Context: an optimization exercise on an open-source flow, tuned for small area. The choices shown serve that exercise and are no tape-out recipe.
Where RTL was checked, it was by simulation tests only, not by an equivalence proof against the original.
The clock port is modelled as an ideal driver, which makes a skipped or thinned clock tree look cheaper than it is; a real chip needs a root buffer or a tree.
Power figures rest on the tool's default switching activity, not on a simulated workload.

==> module top, before the edit <==
module top#(
parameter p_clkfreq = 100_000_000,
parameter p_sclkfreq = 1_000_000,
parameter p_cpol = 0,
parameter p_cpha = 0,
parameter p_readfreq = 2,
parameter p_baudrate = 115_200,
parameter p_stopbit	= 2
)(
input   clk,
input   rst,
input miso_i,
output mosi_o,
output sclk_o,
output cs_o,
output  tx
);
reg [5:0] p;     
reg [3:0] hb;    
reg [6:0] by;    
reg wa;          
reg wb;          
wire act = p[5] & p[4] & (p[3] | p[2] | p[1]);    
wire pw  = p[5] & p[4] & ~p[3] & ~p[2] & ~p[1] & p[0];    
wire p9  = p[3] & p[1] & p[0];          
wire h12  = hb[3] & hb[2] & ~hb[0];     
wire h15  = hb[3] & hb[2] & hb[0];      
wire fr0  = ~by[3];                     
wire hw  = pw & (&hb);                  
wire bw  = hw & (&by[6:2]);             
wire tick = (&by[6:2]) & (&hb) & p[5] & p[3] & p[2] & ~p[1] & p[0];
wire entry = wb & (by == 7'd7) & (&hb) & (p == 6'd4);
wire leave = act & h12 & by[3] & by[2];
always @(posedge clk) begin
    if (rst) begin
        p  <= 6'd46;
        hb <= 4'd15;
        by <= 7'd124;
    end else if (leave) begin
        p  <= 6'd41;
        hb <= 4'd14;
        by <= 7'd8;
    end else if (entry) begin
        p  <= 6'd50;
    end else if (act) begin
        p <= (p9 | h12) ? 6'd50 : p + 6'd1;
        if (h12)     hb <= 4'd15;
        else if (p9) hb <= hb + 4'd1;
        if (h12)     by <= by + 7'd1;
    end else begin
        p <= pw ? 6'd0 : p + 6'd1;
        if (pw) hb <= hb + 4'd1;
        if (hw) by <= bw ? 7'd0 : by + 7'd1;
    end
end
always @(posedge clk) begin
    if (rst) begin
        wa  <= 1'b0;
        wb  <= 1'b0;
    end else if (tick) begin
        wa <= 1'b1;
        wb <= wa;
    end
end
wire p_lt5 = ~p[3] & ~(p[2] & p[1] & p[0]);    
wire cs_act = wa & (wb ? (act ? (fr0 & (h15 | ~hb[3] | (~hb[2] & ~hb[1] & ~hb[0] & p_lt5)))
                              : (by[6:3] == 4'd0 || (by == 7'd8 && hb == 4'd0)))
                       : (by < 7'd3 || (by == 7'd3 && hb == 4'd0)));
assign cs_o   = ~cs_act;
assign sclk_o = act ? (fr0 & (h15 | (~hb[3] & ~hb[2] & (~(hb[1] & hb[0]) | p_lt5))))
                    : cs_act & hb[0];
reg [7:0] mbyte;
always @(*) begin
    mbyte = 8'h00;
    if (wb) begin
        if (by == 7'd0) mbyte = 8'h0B;
        if (by == 7'd1) mbyte = 8'h0E;
    end else begin
        if (by == 7'd0) mbyte = 8'h0A;
        if (by == 7'd1) mbyte = 8'h2D;
        if (by == 7'd2) mbyte = 8'h02;
    end
end
reg mosi_r;
always @(posedge clk) begin
    if (rst) mosi_r <= 1'b0;
    else     mosi_r <= wa & mbyte[~hb[3:1]] & ~hw;
end
assign mosi_o = mosi_r;
reg [48:0] r;
wire cap = pw & ~hb[0] & (by[6:3] == 4'd0);
always @(posedge clk) begin
    r <= {r[0], r[48:1]};
    if (cap) begin
        case (by[2:1])
            2'd2:    r[33] <= miso_i;
            2'd3:    r[18] <= miso_i;
            default: r[48] <= miso_i;
        endcase
    end
end
reg tap;
always @(*) begin
    case (hb[2:0])
        3'd7: tap = r[19];
        3'd0: tap = r[7];
        3'd1: tap = r[44];
        3'd2: tap = r[32];
        3'd3: tap = r[20];
        3'd4: tap = r[8];
        3'd5: tap = r[45];
        default: tap = r[33];
    endcase
end
reg tx_r;
always @(posedge clk) begin
    if (rst || !(act || entry) || leave) tx_r <= 1'b1;
    else if (entry || h12)               tx_r <= 1'b0;
    else if (p9)                         tx_r <= (h15 | (~hb[3] & ~(&hb[2:0]))) ? tap : (hb[3] & (|hb[2:0]));
end
assign tx = tx_r;
endmodule
Settings: LEC_CHECK=0, ABC_AREA=1, CAP_MARGIN=20, CORE_MARGIN=2, CORE_UTILIZATION=65, PLACE_DENSITY=0.75, SLEW_MARGIN=20; clock period 10.0 ns.
standard.sh (not shown) runs the stock make flow with config.mk's settings and CLKGATE_MAP_FILE= SYNTH_SCRIPT=/design/flow/synth_recipe.tcl, a recipe that flattens the netlist after the stock synthesis.
==> flow/flow/run.sh <==
#!/bin/bash
# Standard layout with three changes:
#  1. the combinational logic of the standard synthesis is re-mapped by
#     Yosys/ABC (flow/remap.py: several area-oriented scripts, the smallest
#     result proven equivalent is kept; registers are kept exactly: names,
#     count and cell types);
#  2. ports are buffered with sky130_fd_sc_hd__buf_1;
#  3. after CTS, the clock tree is rebuilt as NLEAF leaf buffers fed by the
#     clock port, each driving one placement cluster of register clock pins.
# Each tool writes its own log in this folder.
set -euo pipefail
LIB=$FLOW_HOME/platforms/sky130hd/lib/sky130_fd_sc_hd__tt_025C_1v80.lib
R=orfs/results/$FLOW_PLATFORM/top/base
BUFARGS="BUFFER_PORTS_ARGS=-buffer_cell sky130_fd_sc_hd__buf_1"
LEAF=${LEAF:-sky130_fd_sc_hd__clkbuf_8}
NLEAF=${NLEAF:-4}

bash standard.sh synth > synth.log 2>&1
cp $R/1_2_yosys.v std_synth.v

NUM_CORES=${NUM_CORES:-4} python3 flow/remap.py $LIB std_synth.v remapped.v $FLOW_TOP > remap.log 2>&1
cp remapped.v $R/1_2_yosys.v
rm -f $R/1_synth.odb $R/1_synth.sdc

bash standard.sh "$BUFARGS" cts > place_cts.log 2>&1
cp $R/4_cts.odb cts_standard.odb
IN_ODB=cts_standard.odb OUT_ODB=cts_rebuilt.odb LEAF_MASTER=$LEAF NLEAF=$NLEAF \
  openroad -no_init -exit flow/clock_tree.tcl > clock_tree.log 2>&1
cp cts_rebuilt.odb $R/4_cts.odb
bash standard.sh "$BUFARGS" finish > route_finish.log 2>&1
Other scripts of this flow, unchanged in this note and not shown: flow/flow/clock_tree.tcl, flow/flow/remap.py
==> next run, changes <==
--- a/flow/design.v
+++ b/flow/design.v
@@ -26,14 +26,13 @@
 wire p9  = p[3] & p[1] & p[0];          
 wire h12  = hb[3] & hb[2] & ~hb[0];     
 wire h15  = hb[3] & hb[2] & hb[0];      
 wire fr0  = ~by[3];                     
 wire hw  = pw & (&hb);                  
 wire bw  = hw & (&by[6:2]);             
-wire tick = (&by[6:2]) & (&hb) & p[5] & p[3] & p[2] & ~p[1] & p[0];
-wire entry = wb & (by == 7'd7) & (&hb) & (p == 6'd4);
+wire entry = wa & wb & (by == 7'd7) & (&hb) & (p == 6'd4);
 wire leave = act & h12 & by[3] & by[2];
 always @(posedge clk) begin
     if (rst) begin
         p  <= 6'd46;
         hb <= 4'd15;
         by <= 7'd124;
@@ -55,15 +54,15 @@
     end
 end
 always @(posedge clk) begin
     if (rst) begin
         wa  <= 1'b0;
         wb  <= 1'b0;
-    end else if (tick) begin
-        wa <= 1'b1;
-        wb <= wa;
+    end else if (bw) begin
+        wa <= wa | wb;
+        wb <= wa | ~wb;
     end
 end
 wire p_lt5 = ~p[3] & ~(p[2] & p[1] & p[0]);    
 wire cs_act = wa & (wb ? (act ? (fr0 & (h15 | ~hb[3] | (~hb[2] & ~hb[1] & ~hb[0] & p_lt5)))
                               : (by[6:3] == 4'd0 || (by == 7'd8 && hb == 4'd0)))
                        : (by < 7'd3 || (by == 7'd3 && hb == 4'd0)));
Effect: The new run finished with timing, DRC and antenna clean. Die area goes up by 0.53%. Setup slack improves by 0.071 ns. Total power falls by 2.6%. Sequential share of layout area falls by 0.16 points. Worst hold slack is better by 0.0087 ns. Via count is higher by 4.6%. Sequential power goes down by about 2%. Clock skew hardly moves. Combinational power falls by 15%. Final area hardly moves. Wire length grows by 15%. Synthesized cell count increases by 3.6%. Cell count increases by 2.9%.
For the second run of this note, only the layout was checked, not whether the RTL still works. In every run of this note, the design's own scripts or RTL, not TritonCTS, make the clock network.

[afterwards: timing with drivers on the ports]
The results above use ideal ports. As a check the final layouts listed here were re-extracted and re-timed, cells and wires unchanged. Step 1: set_driving_cell puts a clkbuf_16 on clk and a buf_2 on each other input, an assumption about the parent block. Step 2, shift: input delay + t, output delay - t, t = (earliest + latest rising clock arrival at the registers) / 2. This alone moves slack from input paths to output paths. Three values: ideal, step 1, step 2; two values: the first two.
| run | t, ns | setup slack, ns | worst setup path after step 2 | clock arrival spread, ns | cell pins on the clock port's net |
|---|---|---|---|---|---|
| the first run | 0.201 | 5.817 / 5.767 / 5.968 | register to output | 0.014 / 0.014 | 4 |
| the second run | 0.208 | 5.889 / 5.835 / 6.043 | register to output | 0.011 / 0.011 | 4 |
After both steps setup and hold are still met in every run listed.
